This is an optimization exercise on Yosys and OpenROAD, whose aim is small area, not a production implementation.
Function was checked by simulation only, so behaviour that the tests miss may differ from the original.
Power figures rest on the tool's default switching activity, not on a simulated workload.

==> flow/design.v <==
typedef struct packed {
    logic [3:0] clkdiv_restart, sm_restart, sm_en;
} ctrl_reg_out_t;
typedef struct packed {
    logic [3:0] tx_empty, tx_full, rx_empty, rx_full;
} fstat_reg_in_t;
typedef struct packed {
    logic [3:0] tx_stall, tx_over, rx_under, rx_stall;
} fdebug_reg_in_t;
typedef struct packed {
    logic [3:0][3:0] rx;
    logic [3:0][3:0] tx;
} flevel_reg_in_t;
typedef struct packed {
    logic [7:0] irq_set, irq_clr;
} irq_reg_in_t;
typedef struct packed {
    logic [3:0] intr_sm, intr_sm_txnfull, intr_sm_rxnfull;
} intr_reg_in_t;
typedef struct packed {
    logic empty, full;
} fifo_status;
typedef enum logic [2:0] {
    JMP = 3'b000,
    WAIT = 3'b001,
    IN = 3'b010,
    OUT = 3'b011,
    PUSH_PULL = 3'b100,
    MOV = 3'b101,
    IRQ = 3'b110,
    SET = 3'b111
} pio_instr_t;
typedef enum logic [2:0] {
    UNCOND = 3'b000,
    X_ZERO = 3'b001,
    X_NZ_DEC = 3'b010,
    Y_ZERO = 3'b011,
    Y_NZ_DEC = 3'b100,
    X_NE_Y = 3'b101,
    PIN = 3'b110,
    OSR_NOT_EMPTY = 3'b111
} jump_cond_t;
typedef enum logic [2:0] {
    OUT_PINS = 3'b000,
    OUT_X = 3'b001,
    OUT_Y = 3'b010,
    OUT_NULL = 3'b011,
    OUT_PINDIRS = 3'b100,
    OUT_PC = 3'b101,
    OUT_ISR = 3'b110,
    OUT_EXEC = 3'b111
} out_dest_t;
typedef enum logic [2:0] {
    MOV_PINS = 3'b000,
    MOV_X = 3'b001,
    MOV_Y = 3'b010,
    MOV_NULL = 3'b011,
    MOV_EXEC = 3'b100,
    MOV_PC = 3'b101,
    MOV_ISR = 3'b110,
    MOV_OSR = 3'b111
} mov_src_dest_t;
typedef enum logic [2:0] {
    SET_PINS = 3'b000,
    SET_X = 3'b001,
    SET_Y = 3'b010,
    SET_PINDIRS = 3'b100
} set_dest_t;
module program_counter #(
    parameter logic [4:0] wrap_top = 5'b00000,
    parameter logic [4:0] wrap_bottom = 5'b11111
    )(
    input logic clk, rst,
    input logic [4:0] jump,
    input logic jump_en,
    input logic pc_en,
    output logic [4:0] pc
    );
    always @(posedge clk or posedge rst) begin
        if (rst) begin
            pc <= wrap_top;
        end else if (pc_en) begin
            if (jump_en) begin
                pc <= jump;
            end else if (pc == wrap_bottom) begin
                pc <= wrap_top;
            end else begin
                pc <= pc + 1;
            end
        end
        else begin
            pc <= pc;
        end
    end
endmodule
module fifo(
    input logic rst, clk,
    input logic[31:0] data_in,
    input logic push_en, pop_en,
    output logic [31:0] data_out,
    output fifo_status status,
    output logic [2:0] fifo_count  
);
assign status.empty = fifo_count == 3'b000;
assign status.full = fifo_count == 3'b100;
logic [31:0] memory [0:3];
logic [1:0] head, tail;
logic can_push, can_pop;
assign can_push = push_en && !status.full;
assign can_pop = pop_en && !status.empty;
always_ff @(posedge clk or posedge rst) begin
    if (rst) begin
        for (int i = 0; i < 4; i = i + 1) begin
            memory[i] <= 32'b0;
        end
        head <= 2'b00;
        tail <= 2'b00;
        data_out <= 32'b0;
    end else begin
        if (can_push) begin
            memory[head] <= data_in;
            head <= head + 1;
        end
        if (can_pop) begin
            data_out <= memory[tail];
            tail <= tail + 1;
        end
    end
end
always_ff @(posedge clk or posedge rst) begin
    if (rst) begin
        fifo_count <= 3'b000;
    end else begin
        if (can_push && can_pop) begin
            fifo_count <= fifo_count;
        end else if (can_push) begin
            fifo_count <= fifo_count + 1;
        end else if (can_pop) begin
            fifo_count <= fifo_count - 1;
        end
    end
end
endmodule
module output_shift_register(
    input logic clk, rst,
    input logic [31:0] data_in,  
    output logic [31:0] osr,  
    output logic [31:0] shift_out,  
    input logic load,  
    input logic shift_en,  
    input logic shiftdir,  
    input logic [5:0] shift_count  
);
logic [31:0] osr_next;
always_comb begin
    if (rst) begin
        shift_out = 32'b0;
        osr_next = 32'b0;
    end else if (load) begin
        osr_next = data_in;
        shift_out = 32'b0;
    end else if (shift_en) begin
        if (shiftdir) begin
            shift_out = (osr << (32 - shift_count)) >> (32 - shift_count);
            osr_next = osr >> shift_count;
        end else begin
            shift_out = (osr >> (32 - shift_count));
            osr_next = osr << shift_count;
        end
    end else begin
        shift_out = 32'b0;  
        osr_next = osr;  
    end
end
always_ff @(posedge clk or posedge rst) begin
    if (rst) begin
        osr <= 32'b0;
    end else begin
        osr <= osr_next;
    end
end
endmodule
module fsm(
    input logic clk, rst,
    input logic external_push_en, external_pop_en,
    input logic [31:0] external_data_in,
    input logic [15:0] instruction,
    output logic [4:0] pc,
    output logic [31:0] external_data_out,
    input logic out_shiftdir,
    input autopull,
    input logic [4:0] pull_thresh,
    output logic [31:0] x, y,
    output logic [31:0] osr_data
    );
    logic [4:0] jump;
    logic jump_en, pc_en;
    program_counter #(
        .wrap_top(5'b00000),
        .wrap_bottom(5'b11111)
    ) program_counter(
        .clk(clk),
        .rst(rst),
        .jump(jump),
        .jump_en(jump_en),
        .pc_en(pc_en),
        .pc(pc)
    );
    logic rx_push_en, tx_pop_en;
    logic [31:0] rx_data_in, tx_data_out;
    fifo_status tx_status, rx_status;
    logic [2:0] tx_fifo_count, rx_fifo_count;
    assign rx_data_in = 32'b0;
    fifo rx_fifo(
        .clk(clk),
        .rst(rst),
        .data_in(rx_data_in),
        .push_en(rx_push_en),
        .pop_en(external_pop_en),
        .data_out(external_data_out),
        .status(rx_status),
        .fifo_count(rx_fifo_count)
    );
    fifo tx_fifo(
        .clk(clk),
        .rst(rst),
        .data_in(external_data_in),
        .push_en(external_push_en),
        .pop_en(tx_pop_en),
        .data_out(tx_data_out),
        .status(tx_status),
        .fifo_count(tx_fifo_count)
    );
    logic [5:0] true_pull_thresh;
    logic [5:0] out_shift_counter;
    logic osr_empty;
    logic [31:0] osr_data_in;
    logic [31:0] osr_shift_out;
    logic osr_load;
    logic out_shift_en;
    logic [4:0] out_shift_count;  
    logic [5:0] true_out_shift_count;
    assign out_shift_count = instruction[4:0];
    assign osr_empty = out_shift_counter >= true_pull_thresh;
    always_comb begin
        if (pull_thresh == 0) true_pull_thresh = 6'd32;
        else true_pull_thresh = {1'b0, pull_thresh};
        if (out_shift_count == 0) true_out_shift_count = 6'd32;
        else true_out_shift_count = {1'b0, out_shift_count};
    end
    output_shift_register osr(
        .clk(clk),
        .rst(rst),
        .data_in(osr_data_in),
        .osr(osr_data),
        .shift_out(osr_shift_out),
        .load(osr_load),
        .shift_en(out_shift_en),
        .shiftdir(out_shiftdir),
        .shift_count(true_out_shift_count)
    );
    always_ff @(posedge clk or posedge rst) begin
        if (rst) begin
            jump <= 5'b0;
            jump_en <= 0;
            pc_en <= 0;
        end
        else begin
            case (instruction[15:13])
                JMP: begin
                    jump <= instruction[4:0];
                    pc_en <= 1;
                    case(instruction[7:5])
                        UNCOND: begin
                            jump_en <= 1;
                        end
                        X_ZERO: begin
                            if (x == 0) jump_en <= 1;
                            else jump_en <= 0;
                        end
                        X_NZ_DEC: begin
                            if (x != 0) jump_en <= 1;
                            else jump_en <= 0;
                        end
                        Y_ZERO: begin
                            if (y == 0) jump_en <= 1;
                            else jump_en <= 0;
                        end
                        Y_NZ_DEC: begin
                            if (y != 0) jump_en <= 1;
                            else jump_en <= 0;
                        end
                        X_NE_Y: begin
                            if (x != y) jump_en <= 1;
                            else jump_en <= 0;
                        end
                        PIN: begin
                            if (1) jump_en <= 1;  
                            else jump_en <= 0;
                        end
                        OSR_NOT_EMPTY: begin
                            if (!osr_empty) jump_en <= 1;
                            else jump_en <= 0;
                        end
                        default: begin
                            jump_en <= 0;
                        end
                    endcase
                end
                WAIT: begin
                    jump_en <= 0;
                    pc_en <= 1;
                end
                OUT: begin
                    if (autopull && osr_empty) begin
                        jump_en <= 0;
                        pc_en <= 0;
                    end else begin
                        jump_en <= 0;
                        pc_en <= 1;
                    end
                end
                PUSH_PULL: begin
                    jump_en <= 0;
                    if (!instruction[7]) begin
                        if (rx_fifo_count == 4 && !external_pop_en) begin
                            if (instruction[5]) begin
                                pc_en <= 0;
                            end else begin
                                pc_en <= 1;
                            end
                        end else begin
                            pc_en <= 1;
                        end
                    end
                    else begin
                        if (tx_fifo_count == 0 && !external_push_en) begin
                            if (instruction[5]) begin
                                pc_en <= 0;
                            end else begin
                                pc_en <= 1;
                            end
                        end else begin
                            pc_en <= 1;
                        end
                    end
                end
                default: begin
                    jump_en <= 0;
                    pc_en <= 1;
                end
            endcase
        end
    end
    always_ff @(posedge clk or posedge rst) begin
        if (rst) begin
            x <= 32'b0;
            y <= 32'b0;
        end else begin
            case (instruction[15:13])
                JMP: begin
                    if (instruction[7:5] == X_NZ_DEC) begin
                        x <= x - 1;
                    end else if (instruction[7:5] == Y_NZ_DEC) begin
                        y <= y - 1;
                    end
                end
                OUT: begin
                    if (instruction[7:5] == OUT_X) begin
                        x <= osr_shift_out;
                    end else if (instruction[7:5] == OUT_Y) begin
                        y <= osr_shift_out;
                    end
                end
                MOV: begin
                    if (instruction[7:5] == MOV_X) begin
                        case (instruction[2:0])  
                            MOV_PINS: begin
                            end
                            MOV_X: begin
                            end
                            MOV_Y: begin
                                x <= y;
                            end
                            MOV_NULL: begin
                                x <= 32'b0;
                            end
                            MOV_EXEC: begin
                            end
                            MOV_PC: begin
                            end
                            MOV_ISR: begin
                            end
                            MOV_OSR: begin
                                x <= osr_data;
                            end
                        endcase
                    end else if (instruction[7:5] == MOV_Y) begin
                        case (instruction[2:0])  
                            MOV_PINS: begin
                            end
                            MOV_X: begin
                                y <= x;
                            end
                            MOV_Y: begin
                            end
                            MOV_NULL: begin
                                y <= 32'b0;
                            end
                            MOV_EXEC: begin
                            end
                            MOV_PC: begin
                            end
                            MOV_ISR: begin
                            end
                            MOV_OSR: begin
                                y <= osr_data;
                            end
                        endcase
                    end
                end
                SET: begin
                    case (instruction[7:5])
                        SET_X: begin
                            x[31:5] <= 27'b0;
                            x[4:0] <= instruction[4:0];
                        end
                        SET_Y: begin
                            y[31:5] <= 27'b0;
                            y[4:0] <= instruction[4:0];
                        end
                        default: begin
                        end
                    endcase
                end
                default: begin
                end
            endcase
        end
    end
    always_ff @(posedge clk or posedge rst) begin
        if (rst) begin
            tx_pop_en <= 0;
            rx_push_en <= 0;
            osr_load <= 0;
            osr_data_in <= 32'b0;
            out_shift_en <= 0;
            out_shift_counter <= 6'b0;
        end else begin
            case (instruction[15:13])
                MOV: begin
                    out_shift_en <= 0;
                    if (instruction[7:5] == MOV_ISR) begin  
                        osr_load <= 0;
                    end
                    else if (instruction[7:5] == MOV_OSR) begin  
                        out_shift_counter <= 6'b0;
                        case (instruction[2:0])  
                            MOV_PINS: begin
                                osr_load <= 0;
                            end
                            MOV_X: begin
                                osr_data_in <= x;
                                osr_load <= 1;
                            end
                            MOV_Y: begin
                                osr_data_in <= y;
                                osr_load <= 1;
                            end
                            MOV_NULL: begin
                                osr_data_in <= 32'b0;
                                osr_load <= 1;
                            end
                            MOV_PC: begin
                                osr_load <= 0;
                            end
                            MOV_ISR: begin
                                osr_load <= 0;
                            end
                            MOV_OSR: begin
                                osr_load <= 0;
                            end
                            default: begin
                                osr_load <= 0;
                            end
                        endcase
                    end
                end
                OUT: begin
                    if (autopull && osr_empty) begin
                        out_shift_en <= 0;
                        if (tx_status.empty && !external_push_en) begin
                            osr_load <= 0;
                        end
                        else begin
                            osr_data_in <= tx_data_out;
                            osr_load <= 1;
                            out_shift_counter <= 6'b0;
                        end
                    end else begin
                        osr_load <= 0;
                        out_shift_en <= 1;
                        if (out_shift_counter + true_out_shift_count >= true_pull_thresh
                            && !(tx_status.empty && !external_push_en)) begin
                            osr_data_in <= tx_data_out;
                            osr_load <= 1;
                            out_shift_counter <= 6'b0;
                        end else begin
                            out_shift_counter <= out_shift_counter + true_out_shift_count;
                        end
                    end
                end
                PUSH_PULL: begin
                    out_shift_en <= 0;
                    if (!instruction[7]) begin
                        osr_load <= 0;
                        if (rx_fifo_count == 4 && !external_pop_en) begin
                            rx_push_en <= 0;
                        end else begin
                            if (instruction[6]  ) begin
                                rx_push_en <= 0;
                            end else begin
                                rx_push_en <= 1;
                            end
                        end
                    end
                    else begin
                        if (tx_status.empty && !external_push_en) begin
                            tx_pop_en <= 0;
                            if (instruction[5]) begin
                                osr_load <= 0;
                            end
                            else begin
                                osr_data_in <= x;
                                osr_load <= 1;
                                out_shift_counter <= 6'b0;
                            end
                        end else begin
                            if (instruction[6] && osr_empty) begin
                                tx_pop_en <= 0;
                                osr_load <= 0;
                            end else begin
                                tx_pop_en <= 1;
                                osr_data_in <= tx_data_out;
                                osr_load <= 1;
                                out_shift_counter <= 6'b0;
                            end
                        end
                    end
                end
                default: begin
                    osr_load <= 0;
                    if (out_shift_counter + true_out_shift_count >= true_pull_thresh
                            && !(tx_status.empty && !external_push_en)) begin
                        osr_data_in <= tx_data_out;
                        osr_load <= 1;
                        out_shift_counter <= 6'b0;
                    end else begin
                        osr_load <= 0;
                        out_shift_en <= 0;
                    end
                end
            endcase
        end
    end
endmodule
==> flow/run.sh <==
#!/bin/bash
# synth_recipe.tcl (not shown) runs the flow's synth.tcl, then flattens the netlist and writes it again
# the make line also repeats each setting of config.mk as NAME=value (left out here)
make -C /OpenROAD-flow-scripts/flow DESIGN_CONFIG=/design/flow/config.mk WORK_HOME=/design/flow/orfs CLKGATE_MAP_FILE= SYNTH_SCRIPT=/design/flow/synth_recipe.tcl finish
==> flow/config.mk <==
export PLATFORM = sky130hd
export DESIGN_NAME = fsm
export DESIGN_NICKNAME = fsm
export VERILOG_FILES = /design/flow/design.v
export SDC_FILE = /design/flow/constraint.sdc
export NUM_CORES = 4
export LEC_CHECK = 0
export CAP_MARGIN = 20
export CORE_MARGIN = 2
export CORE_UTILIZATION = 40
export SLEW_MARGIN = 20
==> flow/constraint.sdc <==
create_clock -name core_clock -period 6.0 [get_ports {clk}]
set_input_delay 1.2000 -clock core_clock [delete_from_list [all_inputs] [get_ports {clk}]]
set_output_delay 1.2000 -clock core_clock [all_outputs]
set_load 0.01 [all_outputs]
==> summary.txt <==
* Status: complete, no violations
* Seq cells post-synth at 320
* Capturing point of the worst reg2reg path: jump_en
* Row count at 95
* First-pass DRT Iterations at 6
* Max-Cap Viols at 0
* Startpoint Class: input pin
* Hold Slack at 0.504 ns
* PwrDens at 453 nW/um2
* Post-synth EDFFs at 0
* Slew @ Worst Pin at 1.22 ns
* Fmax at 0.201 GHz
* Antenna viol nets, final at 0
* DRT iter0 DRCs at 3,752
* Die W at 264 um
* Worst EP required at 6.43 ns
* Fin crit share at 82.9%
* First-pass GRT wire length at 191,000 um
* GRT overflow at 0
* Final count of hold timing violations at 0
* Kind of critical path: input pin to register
* Area growth syn-to-layout at 14.9%
* Tmin final at 4.97 ns
* Avg Synthesized Cell Area at 8.39 um2
* Yosys cell types at 94
* Final Max Slew Viols at 0
* Clk_skew at 0.0308 ns
* Met2 Use GR at 57.2%
* R2R setup slack at 1.60 ns
* H-tree depth at 2
* GRT met3 Usage at 7.23%
* Effective utilization at floorplan at 40.4%
* Largest fanout on the critical path at 29
* Seq/Total Area, Yosys at 29.5%
* Reg2Reg Depth at 12
* Avg Vias per Cell at 6.97
* Final Net Count at 3,363
* GRT Resource Usage Total at 36.5%
* Worst Hold Launch: tx_fifo.memory[2][24]
* Clock root cell: clkbuf_16
* WP data arrival at 5.40 ns
* CTS tree: done
* CP Capture Point: y[15]
* Setup TNS Final at 0 ns
* Largest net degree at the start of global routing at 126
* Clock-pin slew on the worst setup and hold paths at 0.06 ns
* Static Leak at 12.2 nW
* Placed Cells at 4,103
* Ports at 192
* DRC at 0
* TritonCTS Buffers at 39
* Wire per inst at 31.3 um
* Top FF cell, synth: dfrtp_1
* Setup repair bufs after CTS at 0
* Cts hold-fix bufs at 0
* Met1 track demand over resource at 47.2%
* Die height at 264 um
* YS warnings at 5
* Fin cells at 4,176
* Launch point of the critical path: instruction[1]
* Ys async rst share at 100%
* GP Congestion at 0.997
* Cell area after synthesis at 27,100 um2
* Total core area at 67,200 um2
* Critical path endpoint category: register
* Hold crit path type: register to register
* Synthesized instance count at 3,232
* Share of cells above drive strength 1 at 18.0%
* Final setup fails at 0
* DR vias at 29,100
* Crit Reg-Reg Startpoint: y[0]
* RSZ-0062 raised after global routing: false
* Largest buffer count on any clock path at 3
* IO buf count at 154
* Die area at 69,900 um2
* Worst skew pair latency at 0.58 ns
* Post-CTS sizing at 0
* GRT busiest layer: met2
* Clk sink count at 320
* Vias in the first global route at 28,000
* Detailed Route WL at 131,000 um
* Final HPWL DP at 94,100 um
* VDD IR max at 0.378 mV
* Initial antenna violation count at 6
* Slew headroom at 18.5%
worst min path at each step:
| stage | to | slack (ns) | cells after the start |
|---|---|---|---|
| 2_1_floorplan | tx_pop_en | 0.45 | 2 |
| 3_3_place_gp | tx_fifo.memory[3][0] | 0.49 | 1 |
| 3_5_place_dp | tx_fifo.memory[0][5] | 0.49 | 1 |
| 4_1_cts | tx_fifo.memory[2][24] | 0.51 | 1 |
| 5_1_grt | tx_fifo.memory[0][9] | 0.51 | 1 |
| 6_report | tx_fifo.memory[2][24] | 0.50 | 1 |
cells in the mapped netlist, types with 10 or more instances:
library cell,n,share of area (%)
o41ai_1,10,0.32
dfrtp_1,320,30
xor2_1,26,0.84
nor4_1,34,0.78
and3_1,16,0.37
o211ai_1,32,0.89
a222oi_1,35,1.3
nor2b_1,26,0.60
or2_2,45,1.0
nor3_1,101,1.9
buf_1,43,0.60
mux2i_1,121,4.5
mux4_2,54,4.5
a311oi_1,12,0.39
a31oi_1,82,1.9
nand3_1,48,0.89
nand4_1,18,0.42
o21ai_0,202,3.7
nor3b_1,28,0.78
o22ai_1,69,1.6
o311ai_0,11,0.36
a22o_1,36,1.2
buf_2,37,0.68
nand2b_1,22,0.51
a211oi_1,36,1.0
o221ai_1,48,1.6
mux2_2,179,7.4
a21oi_1,261,4.8
nor2_1,280,3.9
a221oi_1,13,0.42
o31ai_1,20,0.55
a22oi_1,60,1.7
and2_1,13,0.30
ha_1,30,1.4
or3_1,24,0.55
nand2_1,280,3.9
buf_4,38,1.1
a21o_1,23,0.64
xnor2_1,21,0.68
clkbuf_1,251,3.5
inv_1,44,0.61
power by group:
part	switching, mW	internal (mW)	total [mW]
sequential	1.32	3.05	4.37
clock	0.994	1.42	2.41
combinational	4.22	3.10	7.32
total	6.54	7.57	14.1
flip-flops by register name, summed over array words and instances, names as in the netlist:
register and count:
tx_fifo.fifo_count 3, jump_en 1, tx_fifo.head 2, x 32, tx_pop_en 1, jump 5, out_shift_en 1, osr_data_in 32
rx_fifo.fifo_count 3, y 32, tx_fifo.tail 2, pc_en 1, osr.osr 32, out_shift_counter 6, rx_push_en 1, osr_load 1
tx_fifo.memory 128, tx_fifo.data_out 32, program_counter.pc 5
metal layers:
metal  vias up  wire length (um)
met2      1882             59100
met4         6              8020
li1      12300                 -
met1     14500             51300
met5         -                43
met3       414             12400
kinds of logic (layout without fill, tap and decap cells):
group / Yosys count / count (layout) / synth area share [%]
AO/OA/AOI/OAI: 1098 / 1098 / 27.4
AND/OR/NAND/NOR: 953 / 953 / 16.5
buffers and inverters: 422 / 457 / 6.68
multiplexers: 356 / 356 / 16.6
flip-flops: 320 / 320 / 29.5
XOR/XNOR: 49 / 49 / 1.64
adder cells (fa/ha/maj): 33 / 33 / 1.61
other: 1 / 37 / 0.0138
placed cells by master (no fill, tap or decap), drive strengths merged, types with 16 or more instances in the layout:
| cell | Yosys | layout |
|---|---|---|
| a222oi | 35 | 35 |
| o21ai | 205 | 205 |
| o221ai | 48 | 48 |
| a31oi | 82 | 82 |
| ha | 30 | 30 |
| and3 | 16 | 16 |
| buf | 123 | 192 |
| nor3 | 101 | 101 |
| nor3b | 30 | 30 |
| mux2i | 121 | 121 |
| inv | 45 | 46 |
| nand3 | 48 | 48 |
| a22oi | 60 | 60 |
| mux4 | 56 | 56 |
| nor4 | 36 | 36 |
| nand2 | 280 | 280 |
| a21oi | 261 | 261 |
| o22ai | 69 | 69 |
| a21o | 23 | 23 |
| a22o | 36 | 36 |
| or3 | 24 | 24 |
| nand4 | 18 | 18 |
| xnor2 | 22 | 22 |
| clkbuf | 251 | 55 |
| nor2b | 26 | 26 |
| o211ai | 33 | 33 |
| conb | 1 | 32 |
| clkdlybuf4s50 | 0 | 148 |
| mux2 | 179 | 179 |
| a211oi | 37 | 37 |
| o31ai | 21 | 21 |
| nor2 | 280 | 280 |
| nand2b | 22 | 22 |
| xor2 | 27 | 27 |
| dfrtp | 320 | 320 |
| or2 | 46 | 46 |
through the flow:
step / instance area (um2) / utilization [%] / power (mW) / setup slack (ns)
after floorplan: 27200 / - / 8.42 / -1.64
after CTS: 31100 / 46.3 / 13.9 / 1.13
after detailed placement: 29800 / 44.4 / 11.5 / 0.516
after global placement: 29800 / 44.4 / 11.3 / 0.572
after global routing: 31100 / 46.3 / 14.8 / 0.838
final: 31100 / 46.4 / 14.1 / 1.03
critical path, cell delays in order:
cell and delay (ns):
buf_4 0.25, inv_2 0.09, ha_4 0.44, buf_12 0.23
buf_4 0.38, mux4_2 0.37, mux2i_1 0.24, o221ai_1 0.21
a21oi_1 0.25, o32ai_1 0.18, a221oi_1 0.34, a211o_1 0.24
nor2_1 0.08, a2111oi_0 0.70, o211ai_1 0.16
layout make-up:
| type | count | area, um2 |
|---|---|---|
| clock inverters | 14 | 188 |
| flip-flops and latches | 320 | 8010 |
| fillers | 6419 | 36000 |
| inverters | 48 | 184 |
| repair buffers | 341 | 3000 |
| well taps | 873 | 1090 |
| diodes | 5 | 12.5 |
| clock buffers | 54 | 1100 |
| multi-input cells | 2521 | 17600 |

port drivers added, routing unchanged:
In the flow no input, the clock included, has a driving cell. The finished layout below was timed again as built, in two steps. Step 1 assumes that a clkbuf_16 drives the clock port and a buf_2 every other input. Step 2 times the ports against the registers' clock, not the clock port: input delays grow and output delays shrink by t, the midpoint of the rising clock arrivals with the driver on. Three values: ideal, step 1, step 2; two values: the first two.
t (ns): 0.629
slack for setup (ns): 1.026 / 1.050 / 0.421
clock arrival spread, ns: 0.030 / 0.031
After both steps setup and hold are still met in this run. The setup slack of this run moves by +0.024 ns with the drivers and by -0.605 ns with both steps.
